Context: an optimization exercise on an open-source flow, tuned for small area and a short achievable clock period. The choices shown serve that exercise and are no tape-out recipe.
Where RTL was checked, it was by simulation tests only, not by an equivalence proof against the original.
No activity file was given, so power comes from the tool's default toggle rates.

// DSP
module DSP (a,b,c,d,clk,rst_n,p);
    parameter OPERATION = "ADD" ;
    input [17:0] a,b,d;
    input [47:0] c;
    input clk,rst_n;
    output reg [47:0] p;
    wire [19:0] ax = {2'b00, a};
        reg [8:0] bo, bt, bn;
    reg bz;
    reg [17:0] s1;
    wire [17:0] s0;
    ks18 u_pre (.a(b), .b(d), .s(s0));
    reg [115:0] x;
    reg [47:0] r0;
    reg [47:8] r1;
    reg rc;
    wire [47:0] cd = {c[47:36] - 12'd1, c[35:0]};
    wire [115:0] xn;
    wire [8:0] nn = ~bn;
    wire [18:0] sx = {1'b0, s1};
    wire [18:0] sy = {s1, 1'b0};
    wire [17:0] pz = {18{bz}} & s1;
    wire [18:0] pp0 = (({19{bo[0]}} & sx) | ({19{bt[0]}} & sy)) ^ {19{bn[0]}};
    wire [18:0] pp1 = (({19{bo[1]}} & sx) | ({19{bt[1]}} & sy)) ^ {19{bn[1]}};
    wire [18:0] pp2 = (({19{bo[2]}} & sx) | ({19{bt[2]}} & sy)) ^ {19{bn[2]}};
    wire [18:0] pp3 = (({19{bo[3]}} & sx) | ({19{bt[3]}} & sy)) ^ {19{bn[3]}};
    wire [18:0] pp4 = (({19{bo[4]}} & sx) | ({19{bt[4]}} & sy)) ^ {19{bn[4]}};
    wire [18:0] pp5 = (({19{bo[5]}} & sx) | ({19{bt[5]}} & sy)) ^ {19{bn[5]}};
    wire [18:0] pp6 = (({19{bo[6]}} & sx) | ({19{bt[6]}} & sy)) ^ {19{bn[6]}};
    wire [18:0] pp7 = (({19{bo[7]}} & sx) | ({19{bt[7]}} & sy)) ^ {19{bn[7]}};
    wire [18:0] pp8 = (({19{bo[8]}} & sx) | ({19{bt[8]}} & sy)) ^ {19{bn[8]}};
    wire fs1, fk1;
    wire fs2, fk2;
    wire fs3, fk3;
    wire fs4, fk4;
    wire fs5, fk5;
    wire fs6, fk6;
    wire fs7, fk7;
    wire fs8, fk8;
    wire fs9, fk9;
    wire fs10, fk10;
    wire fs11, fk11;
    wire fs12, fk12;
    wire fs13, fk13;
    wire fs14, fk14;
    wire fs15, fk15;
    wire fs16, fk16;
    wire fs17, fk17;
    wire fs18, fk18;
    wire fs19, fk19;
    wire fs20, fk20;
    wire fs21, fk21;
    wire fs22, fk22;
    wire fs23, fk23;
    wire fs24, fk24;
    wire fs25, fk25;
    wire fs26, fk26;
    wire fs27, fk27;
    wire fs28, fk28;
    wire fs29, fk29;
    wire fs30, fk30;
    wire gs1, gk1;
    wire fs31, fk31;
  ...
Size in the first run: roughly 290 flip-flops, roughly 150 I/O pins.
Settings: LEC_CHECK=0, CAP_MARGIN=20, CORE_MARGIN=2, CORE_UTILIZATION=60, CTS_BUF_LIST=sky130_fd_sc_hd__clkbuf_8, CTS_CLUSTER_DIAMETER=60, CTS_CLUSTER_SIZE=16, SETUP_SLACK_MARGIN=4.5, SLEW_MARGIN=20, SYNTH_HIERARCHICAL=1, SYNTH_MINIMUM_KEEP_SIZE=0; clock period 7.0 ns.
standard.sh (not shown) runs the stock make flow with config.mk's settings and CLKGATE_MAP_FILE= SYNTH_SCRIPT=/design/flow/synth_recipe.tcl, a recipe that flattens the netlist after the stock synthesis.
==> flow/flow/run.sh <==
#!/bin/bash
# Standard ORFS layout (the standard.sh, unchanged synthesis), except:
# - the input and output ports are buffered with a plain buf_1 instead of the
#   delay-type buffer that buffer_ports picks by default;
# - clock tree synthesis inserts no dummy load cells.
set -euo pipefail
bash standard.sh \
  "BUFFER_PORTS_ARGS=-buffer_cell sky130_fd_sc_hd__buf_1" \
  "CTS_ARGS=-sink_clustering_enable -repair_clock_nets -sink_clustering_size 16 -sink_clustering_max_diameter 60 -buf_list sky130_fd_sc_hd__clkbuf_8 -dont_use_dummy_load" \
  finish > orfs_make.log 2>&1
Rerun with:
--- a/flow/flow/run.sh
+++ b/flow/flow/run.sh
@@ -9 +9 @@
-  "CTS_ARGS=-sink_clustering_enable -repair_clock_nets -sink_clustering_size 16 -sink_clustering_max_diameter 60 -buf_list sky130_fd_sc_hd__clkbuf_8 -dont_use_dummy_load" \
+  "CTS_ARGS=-sink_clustering_enable -repair_clock_nets -sink_clustering_size 30 -sink_clustering_max_diameter 80 -buf_list sky130_fd_sc_hd__clkbuf_16 -dont_use_dummy_load" \
Settings changed: CTS_BUF_LIST sky130_fd_sc_hd__clkbuf_8 to sky130_fd_sc_hd__clkbuf_16, CTS_CLUSTER_DIAMETER 60 to 80, CTS_CLUSTER_SIZE 16 to 30.
- cell count came out lower slightly
- non-clock buffer count goes up by 1
- setup slack gets worse by 42 ps
- wire length stays flat
- synthesized cell count is unchanged
- maximum frequency fell slightly
- combinational power hardly moves
Rerun with:
--- a/flow/flow/run.sh
+++ b/flow/flow/run.sh
@@ -9 +9 @@
-  "CTS_ARGS=-sink_clustering_enable -repair_clock_nets -sink_clustering_size 30 -sink_clustering_max_diameter 80 -buf_list sky130_fd_sc_hd__clkbuf_16 -dont_use_dummy_load" \
+  "CTS_ARGS=-sink_clustering_enable -repair_clock_nets -sink_clustering_size 16 -sink_clustering_max_diameter 60 -buf_list sky130_fd_sc_hd__clkbuf_8 -dont_use_dummy_load" \
Settings changed: CORE_UTILIZATION 60 to 50, CTS_BUF_LIST sky130_fd_sc_hd__clkbuf_16 to sky130_fd_sc_hd__clkbuf_8, CTS_CLUSTER_DIAMETER 80 to 60, CTS_CLUSTER_SIZE 30 to 16.
Result:
- routed wire length is higher by 3.3%
- area after synthesis stays the same
- via count is lower by 0.80%
- clock-buffer cell count is higher by 13
- die area is higher by 20%
- clock power is lower by about 1%
- cell area is higher by 0.60%
- final cell count is higher by 3.9%

---

rev 12:
DSP, a different RTL version from the one above (not shown whole).
Size: about 1,500 cells after synthesis, roughly 290 flip-flops, roughly 150 I/O pins, roughly 19,000 sq um of cells after synthesis.
Design DSP, start of the top module:
module DSP (a,b,c,d,clk,rst_n,p);
    parameter OPERATION = "ADD" ;
    input [17:0] a,b,d;
    input [47:0] c;
    input clk,rst_n;
    output reg [47:0] p;
    reg [17:0] a1, s1;
    wire [17:0] s0;
    ks18 u_pre (.a(b), .b(d), .s(s0));
    reg [122:0] x;
    reg [47:0] r0, r1;
    wire [122:0] xn;
    wire [323:0] pp;
    genvar gi, gj;
    generate for (gi = 0; gi < 18; gi = gi + 1) begin : g_i
        for (gj = 0; gj < 18; gj = gj + 1) begin : g_j
            assign pp[gi*18+gj] = a1[gi] & s1[gj];
        end
    end endgenerate
    wire hs1, hk1;
    wire fs1, fk1;
    wire fs2, fk2;
    wire fs3, fk3;
    wire hs2, hk2;
    wire fs4, fk4;
    wire fs5, fk5;
    wire fs6, fk6;
    wire fs7, fk7;
    wire fs8, fk8;
    wire fs9, fk9;
    wire hs3, hk3;
    wire fs10, fk10;
    wire fs11, fk11;
    wire fs12, fk12;
    wire fs13, fk13;
    wire fs14, fk14;
    wire fs15, fk15;
    wire fs16, fk16;
    wire fs17, fk17;
    wire fs18, fk18;
    wire hs4, hk4;
    wire fs19, fk19;
    wire fs20, fk20;
    wire fs21, fk21;
    wire fs22, fk22;
    wire fs23, fk23;
    wire fs24, fk24;
    wire fs25, fk25;
    wire fs26, fk26;
    wire fs27, fk27;
    wire fs28, fk28;
    wire fs29, fk29;
    wire fs30, fk30;
    wire hs5, hk5;
    wire fs31, fk31;
    wire fs32, fk32;
    wire fs33, fk33;
    wire fs34, fk34;
    wire fs35, fk35;
    wire fs36, fk36;
    wire fs37, fk37;
    wire fs38, fk38;
    wire fs39, fk39;
    wire fs40, fk40;
    wire fs41, fk41;
    wire fs42, fk42;
    wire fs43, fk43;
    wire fs44, fk44;
    wire fs45, fk45;
    wire hs6, hk6;
    wire fs46, fk46;
    wire fs47, fk47;
    wire fs48, fk48;
    wire fs49, fk49;
    wire fs50, fk50;
    wire fs51, fk51;
    wire fs52, fk52;
    wire fs53, fk53;
    wire fs54, fk54;
    wire fs55, fk55;
    wire fs56, fk56;
    wire hs7, hk7;
    wire fs57, fk57;
    wire fs58, fk58;
    wire fs59, fk59;
    wire fs60, fk60;
    wire fs61, fk61;
    wire fs62, fk62;
    wire fs63, fk63;
    wire fs64, fk64;
    wire fs65, fk65;
    wire fs66, fk66;
    wire fs67, fk67;
    wire fs68, fk68;
    wire fs69, fk69;
    wire fs70, fk70;
  ...
Settings: LEC_CHECK=0, CAP_MARGIN=20, CORE_MARGIN=2, CORE_UTILIZATION=60, SETUP_SLACK_MARGIN=4.3, SLEW_MARGIN=20, SYNTH_HIERARCHICAL=1, SYNTH_MINIMUM_KEEP_SIZE=0; clock period 7.0 ns.
run.sh (not shown) runs the stock make flow with config.mk's settings and CLKGATE_MAP_FILE= SYNTH_SCRIPT=/design/flow/synth_recipe.tcl, a recipe that flattens the netlist after the stock synthesis.
Stock flow here: none of the scripts above is used.
What rev 13 does differently from rev 12 at the input level:
==> flow/flow/run.sh (new file) <==
#!/bin/bash
# Standard ORFS layout (the standard.sh, unchanged synthesis), except that the
# input and output ports are buffered with a plain buffer cell instead of the
# delay-type buffer that buffer_ports picks by default.
set -euo pipefail
bash standard.sh "BUFFER_PORTS_ARGS=-buffer_cell sky130_fd_sc_hd__buf_2" finish > orfs_make.log 2>&1
==> flow/standard.sh (new file) <==
#!/bin/bash
# synth_recipe.tcl (not shown) runs the flow's synth.tcl, then flattens the netlist and writes it again
# the make line also repeats each setting of config.mk as NAME=value (left out here)
make -C /OpenROAD-flow-scripts/flow DESIGN_CONFIG=/design/flow/config.mk WORK_HOME=/design/flow/orfs CLKGATE_MAP_FILE= SYNTH_SCRIPT=/design/flow/synth_recipe.tcl "${@:-finish}"
removed: flow/run.sh
### Flow results
Diff rev 12 -> rev 13: cell area after layout dropped about 3.3%, aggregate global-route resource usage shrank by 0.46 points, number of clock buffers in the layout now larger, combinational group share of total power went down. Going from rev 12 to rev 13, the via count was found to have gone down by about 0.9%. The capture point of the worst path comes out x[34] in one run and s1[14] in the other, namely in rev 13 and rev 12 respectively. When rev 13 is measured against rev 12, its design internal power turns out about 2.4% higher.
No functional check of the RTL was part of any run of this note.

## separate check: timing with driven ports
The results above use ideal ports. As a check the final layouts listed here were re-extracted and re-timed, cells and wires unchanged. Step 1 assumes that a clkbuf_16 drives the clock port and a buf_2 every other input. Step 2 also shifts input and output timing later by t, the mid clock arrival at the registers, as if the neighbouring blocks saw the same clock. a / b / c = ideal ports / drivers / drivers and shift; a / b = the first two.
run | t, ns | setup slack, ns | worst setup path at the end
the first run of note 1 | 0.592 | 4.479 / 4.475 / 3.916 | input to register
the second run of note 1 | 0.539 | 4.437 / 4.468 / 3.929 | input to register
the third run of note 1 | 0.639 | 4.432 / 4.418 / 3.880 | input to register
rev 12 | 0.557 | 4.356 / 4.358 / 3.829 | input to register
rev 13 | 0.581 | 4.356 / 4.356 / 3.957 | input to register
After both steps every run listed still meets setup and hold. The setup slack of the first run of note 1, which loses most, moves by -0.004 ns with the drivers and by -0.563 ns with both steps.
